What follows belongs to an exercise in optimizing a design on an open flow for small area; a production flow would make more cautious choices.
Only simulation tests tie the RTL to the original design; equivalence was not proved.
No activity file was given, so power comes from the tool's default toggle rates.

Setup of v10:
Design topModule, start of the top module:
module topModule(
    input         topCLK,
    input         rst,
    input         switch0,
    input         buttonUp,
    input         buttonDown,
    output        LED_Red,
    output        LED_Red2,
    output        LED_Blue,
    output        LED_Blue2,
    input         Temperature_SDA_in,
    output        Temperature_SDA_out,
    output        Temperature_SDA_oe,
    output        Temperature_SCL,
    output [6:0]  SEG,
    output [7:0]  AN
    );
For scale: roughly 490 cells after synthesis, roughly 28 I/O pins, about 3500 sq um of cells after synthesis.
==> flow/config.mk <==
export PLATFORM = sky130hd
export DESIGN_NAME = topModule
export DESIGN_NICKNAME = topModule
export VERILOG_FILES = /design/flow/design.v
export SDC_FILE = /design/flow/constraint.sdc
export NUM_CORES = 4
export LEC_CHECK = 0
export ABC_AREA = 1
export CAP_MARGIN = 20
export CORE_MARGIN = 2
export CORE_UTILIZATION = 80
export PLACE_DENSITY = 0.9
export SLEW_MARGIN = 20
==> flow/constraint.sdc <==
create_clock -name core_clock -period 20.0 [get_ports {topCLK}]
set_input_delay 4.0000 -clock core_clock [delete_from_list [all_inputs] [get_ports {topCLK}]]
set_output_delay 4.0000 -clock core_clock [all_outputs]
set_load 0.01 [all_outputs]
standard.sh (not shown) runs the stock make flow with config.mk's settings and CLKGATE_MAP_FILE= SYNTH_SCRIPT=/design/flow/synth_recipe.tcl, a recipe that flattens the netlist after the stock synthesis.
==> flow/flow/run.sh <==
#!/bin/bash
# Standard synthesis, then the combinational logic re-mapped with a stronger
# ABC script (flip-flops untouched: same instances, names and cell types),
# then the standard layout from the re-mapped netlist.
set -euo pipefail
W=$(pwd)
R=$W/orfs/results/$FLOW_PLATFORM/topModule/base
LIB=$FLOW_HOME/platforms/$FLOW_PLATFORM/lib/sky130_fd_sc_hd__tt_025C_1v80.lib
YOSYS=$(command -v yosys || echo /OpenROAD-flow-scripts/tools/install/yosys/bin/yosys)

bash standard.sh "$R/1_2_yosys.v" > "$W/std_synth.log" 2>&1
cp "$R/1_2_yosys.v" "$W/std_1_2_yosys.v"

# Several ABC runs with different seeds in parallel; keep the smallest.
SEEDS="1 2 3 4"
for s in $SEEDS; do
  printf 'strash\n&get -n\n&deepsyn -T %s -S %s\n&put\ndch -f\namap\ntopo\n' "${DEEPSYN_T:-150}" "$s" > "$W/reopt_$s.abc"
  sed -e "s#@LIB@#$LIB#g" -e "s#@IN@#$W/std_1_2_yosys.v#" -e "s#@TOP@#$FLOW_TOP#" \
      -e "s#@ABC@#$W/reopt_$s.abc#" -e "s#@STAT0@#$W/reopt_stat_in_$s.txt#" \
      -e "s#@STAT@#$W/reopt_stat_$s.txt#" -e "s#@OUT@#$W/reopt_$s.v#" \
      "$W/flow/reopt.ys" > "$W/reopt_run_$s.ys"
  "$YOSYS" -l "$W/reopt_$s.log" -q "$W/reopt_run_$s.ys" > /dev/null 2>&1 &
done
wait
best=""; besta=""
for s in $SEEDS; do
  a=$(sed -n "s/.*Chip area for module '\\\\$FLOW_TOP': *\([0-9.]*\).*/\1/p" "$W/reopt_stat_$s.txt" | head -1)
  echo "seed $s area $a" >> "$W/reopt_choice.txt"
  if [[ -n "$a" ]] && { [[ -z "$besta" ]] || awk "BEGIN{exit !($a < $besta)}"; }; then best=$s; besta=$a; fi
done
echo "chosen seed $best area $besta" >> "$W/reopt_choice.txt"
cp "$W/reopt_$best.v" "$R/1_2_yosys.v"
touch "$R/1_2_yosys.sdc"

# Clock tree: as ORFS's default call, with clkbuf_4 only and without dummy loads.
CTS="-sink_clustering_enable -repair_clock_nets -buf_list sky130_fd_sc_hd__clkbuf_4 -dont_use_dummy_load"
bash standard.sh "BUFFER_PORTS_ARGS=-buffer_cell sky130_fd_sc_hd__buf_1" "CTS_ARGS=$CTS" finish > "$W/std_layout.log" 2>&1
Other scripts of this flow, unchanged in this note and not shown: flow/flow/reopt.ys
v10: no failed stages, no open violations at the end
#### Input delta (v26 over v10)
Settings: a deleted PLACE_DENSITY that had been 0.9; a change of CORE_UTILIZATION from 80 to 40.
diff --git a/flow/flow/run.sh b/flow/flow/run.sh
--- a/flow/flow/run.sh
+++ b/flow/flow/run.sh
@@ -34,4 +34,4 @@
 
-# Clock tree: as ORFS's default call, with clkbuf_4 only and without dummy loads.
-CTS="-sink_clustering_enable -repair_clock_nets -buf_list sky130_fd_sc_hd__clkbuf_4 -dont_use_dummy_load"
+# Clock tree: as ORFS's default call, with clkbuf_8 only and without dummy loads.
+CTS="-sink_clustering_enable -repair_clock_nets -buf_list sky130_fd_sc_hd__clkbuf_8 -dont_use_dummy_load"
 bash standard.sh "BUFFER_PORTS_ARGS=-buffer_cell sky130_fd_sc_hd__buf_1" "CTS_ARGS=$CTS" finish > "$W/std_layout.log" 2>&1
### Flow results
In the reports for v26 and v10, the larger number of detailed-routing iterations run before antenna repair belongs to v26.
Changes observed in v26 relative to v10: number of clock sinks level; number of tap instances increased about 110%.
v26 — starting density of the core 41 points lower, v10 as reference
Compared with v10, v26 instantiates a larger number of cells.
#### Input delta (v44 over v26)
Settings: an added PLACE_DENSITY of 0.7; a change of CAP_MARGIN from 20 to 5; a change of CORE_UTILIZATION from 40 to 55; a change of SLEW_MARGIN from 20 to 5.
==> comparison <==
v44 -> v26: internal power flat. ~same share of power burned in combinational logic in v26 and v44. v44 ended up with a lower final standard cell count with taps included and fillers excluded than v26 did. Cell area | v44 vs v26 | v44 smaller. Of v26 and v44, the lower layout filler cell count belongs to v44. Compared v44 vs v26, and count of vias placed by the detailed router is up in v44. Lower area added between synthesis and finish goes to v44 over v26. As far as worst slack on hold paths is concerned, v44 and v26 perform about the same. On v44: utilization is 17 points higher than what v26 gave. Re total routed wirelength: v44 is 4.1% down on v26.
Relative to v44, the following input files were edited for v7:
Settings: a change of CORE_UTILIZATION from 55 to 40; a change of SLEW_MARGIN from 5 to 20; a deleted PLACE_DENSITY that had been 0.7; an added CTS_BUF_LIST of sky130_fd_sc_hd__clkbuf_8; a change of CAP_MARGIN from 5 to 20.
==> flow/flow/run.sh <==
#!/bin/bash
# Standard synthesis, then the combinational logic re-mapped with a stronger
# ABC script (flip-flops untouched), then the standard layout from there.
set -euo pipefail
W=$(pwd)
R=$W/orfs/results/$FLOW_PLATFORM/topModule/base
LIB=$FLOW_HOME/platforms/$FLOW_PLATFORM/lib/sky130_fd_sc_hd__tt_025C_1v80.lib
YOSYS=$(command -v yosys || echo /OpenROAD-flow-scripts/tools/install/yosys/bin/yosys)

bash standard.sh "$R/1_2_yosys.v" > "$W/std_synth.log" 2>&1
cp "$R/1_2_yosys.v" "$W/std_1_2_yosys.v"

sed -e "s#@LIB@#$LIB#g" -e "s#@IN@#$W/std_1_2_yosys.v#" -e "s#@TOP@#$FLOW_TOP#" \
    -e "s#@ABC@#$W/flow/deepsyn.abc#" -e "s#@STAT0@#$W/reopt_stat_in.txt#" \
    -e "s#@STAT@#$W/reopt_stat.txt#" -e "s#@OUT@#$W/reopt.v#" \
    "$W/flow/reopt.ys" > "$W/reopt_run.ys"
"$YOSYS" -l "$W/reopt.log" -q "$W/reopt_run.ys" > /dev/null 2>&1
cp "$W/reopt.v" "$R/1_2_yosys.v"
touch "$R/1_2_yosys.sdc"

bash standard.sh "BUFFER_PORTS_ARGS=-buffer_cell sky130_fd_sc_hd__buf_1" finish > "$W/std_layout.log" 2>&1
==> flow/flow/deepsyn.abc (new file) <==
strash
&get -n
&deepsyn -T 60
&put
dch -f
amap
topo
## What came out
In v7 relative to v44, wire length had gone up by a little under 10%.
Diff v44..v7 | top-level port count | unchanged
Post-layout minimum cycle time in v7 vs v44: up 0.27 ns
In terms of sequential power, v44 and v7 differ only marginally.
Logic gate share of total power in v7 vs v44: up 0.3 points
Summary — cell internal power dissipation, v7 relative to v44: higher, by 18%.
Switching portion of total power delta for v7 relative to v44: 1.8 points higher
Against v44 as the reference, v7 delivers a lower via-per-instance ratio.
Inputs modified between v7 and v1:
Settings: removing CTS_BUF_LIST (formerly sky130_fd_sc_hd__clkbuf_8); setting PLACE_DENSITY to 0.9 for the first time; changing CORE_UTILIZATION from 40 to 80.
==> flow/flow/run.sh <==
#!/bin/bash
# Standard synthesis, then the combinational logic re-mapped with a stronger
# ABC script (flip-flops untouched: same instances, names and cell types),
# then the standard layout from the re-mapped netlist.
set -euo pipefail
W=$(pwd)
R=$W/orfs/results/$FLOW_PLATFORM/topModule/base
LIB=$FLOW_HOME/platforms/$FLOW_PLATFORM/lib/sky130_fd_sc_hd__tt_025C_1v80.lib
YOSYS=$(command -v yosys || echo /OpenROAD-flow-scripts/tools/install/yosys/bin/yosys)

bash standard.sh "$R/1_2_yosys.v" > "$W/std_synth.log" 2>&1
cp "$R/1_2_yosys.v" "$W/std_1_2_yosys.v"

# Two rounds of ABC runs with different seeds in parallel, each round starting
# from the smallest netlist so far; keep the smallest.
area_of() { sed -n "s/.*Chip area for module '\\\\$FLOW_TOP': *\([0-9.]*\).*/\1/p" "$1" | head -1; }
cur="$W/std_1_2_yosys.v"
best=""; besta=""
for round in 1 2; do
  for s in 1 2 3 4; do
    t="r${round}s$s"
    printf 'strash\n&get -n\n&deepsyn -T %s -S %s\n&put\ndch -f\namap\ntopo\n' "${DEEPSYN_T:-120}" "$s" > "$W/reopt_$t.abc"
    sed -e "s#@LIB@#$LIB#g" -e "s#@IN@#$cur#" -e "s#@TOP@#$FLOW_TOP#" \
        -e "s#@ABC@#$W/reopt_$t.abc#" -e "s#@STAT0@#$W/reopt_stat_in_$t.txt#" \
        -e "s#@STAT@#$W/reopt_stat_$t.txt#" -e "s#@OUT@#$W/reopt_$t.v#" \
        "$W/flow/reopt.ys" > "$W/reopt_run_$t.ys"
    "$YOSYS" -l "$W/reopt_$t.log" -q "$W/reopt_run_$t.ys" > /dev/null 2>&1 &
  done
  wait
  for s in 1 2 3 4; do
    t="r${round}s$s"
    a=$(area_of "$W/reopt_stat_$t.txt" || true)
    echo "$t area $a" >> "$W/reopt_choice.txt"
    if [[ -n "$a" ]] && { [[ -z "$besta" ]] || awk "BEGIN{exit !($a < $besta)}"; }; then best=$t; besta=$a; fi
  done
  cur="$W/reopt_$best.v"
done
echo "chosen $best area $besta" >> "$W/reopt_choice.txt"
cp "$W/reopt_$best.v" "$R/1_2_yosys.v"
touch "$R/1_2_yosys.sdc"

# Clock tree: as ORFS's default call, with clkbuf_4 only and without dummy loads.
CTS="-sink_clustering_enable -repair_clock_nets -buf_list sky130_fd_sc_hd__clkbuf_4 -dont_use_dummy_load"
bash standard.sh "BUFFER_PORTS_ARGS=-buffer_cell sky130_fd_sc_hd__buf_1" "CTS_ARGS=$CTS" finish > "$W/std_layout.log" 2>&1
removed: flow/flow/deepsyn.abc
Findings:
v1 completed every stage of the flow, and the final layout passed the timing, DRC and antenna checks.
v7 finished every step from synthesis to the final layout, and the layout passed the timing, DRC and antenna checks.
Compared with v7, v1 shows a higher routed via count.
v1: length of routed met3 wiring 49% above v7
Re net switching fraction of the power: v1 is 0.64 points up on v7.
Taking v7 as 1.0, v1 lands at 0.854 on number of standard cells in the layout, taps in and fillers out.
Going from v7 to v1, number of nets in the layout shrank by a few percent.

## afterwards: timing with drivers on the ports
The flow's constraints put no driver on any port. The routed layouts listed below were extracted and timed again, unchanged, in two steps. Step 1 (the two cells are an assumption about what drives the block):
set clk [get_ports {topCLK}]
set_driving_cell -lib_cell sky130_fd_sc_hd__clkbuf_16 $clk
set_driving_cell -lib_cell sky130_fd_sc_hd__buf_2 [delete_from_list [all_inputs] $clk]
Step 2, shift: input delay + t, output delay - t, t = (earliest + latest rising clock arrival at the registers) / 2. This alone moves slack from input paths to output paths. a / b / c = ideal ports / drivers / drivers and shift; a / b = the first two.
run	t (ns)	setup WS [ns]	worst data-port slew with drivers (ns)	cell pins on the clock port's net
v10	0.439	6.216 / 6.185 / 6.185	0.03	1
v26	0.366	6.102 / 6.071 / 6.071	0.03	1
v44	0.351	6.751 / 6.720 / 6.720	0.04	1
v7	0.373	6.480 / 6.450 / 6.450	0.03	1
v1	0.426	6.306 / 6.278 / 6.278	0.03	1
After both steps every run listed still meets setup and hold.
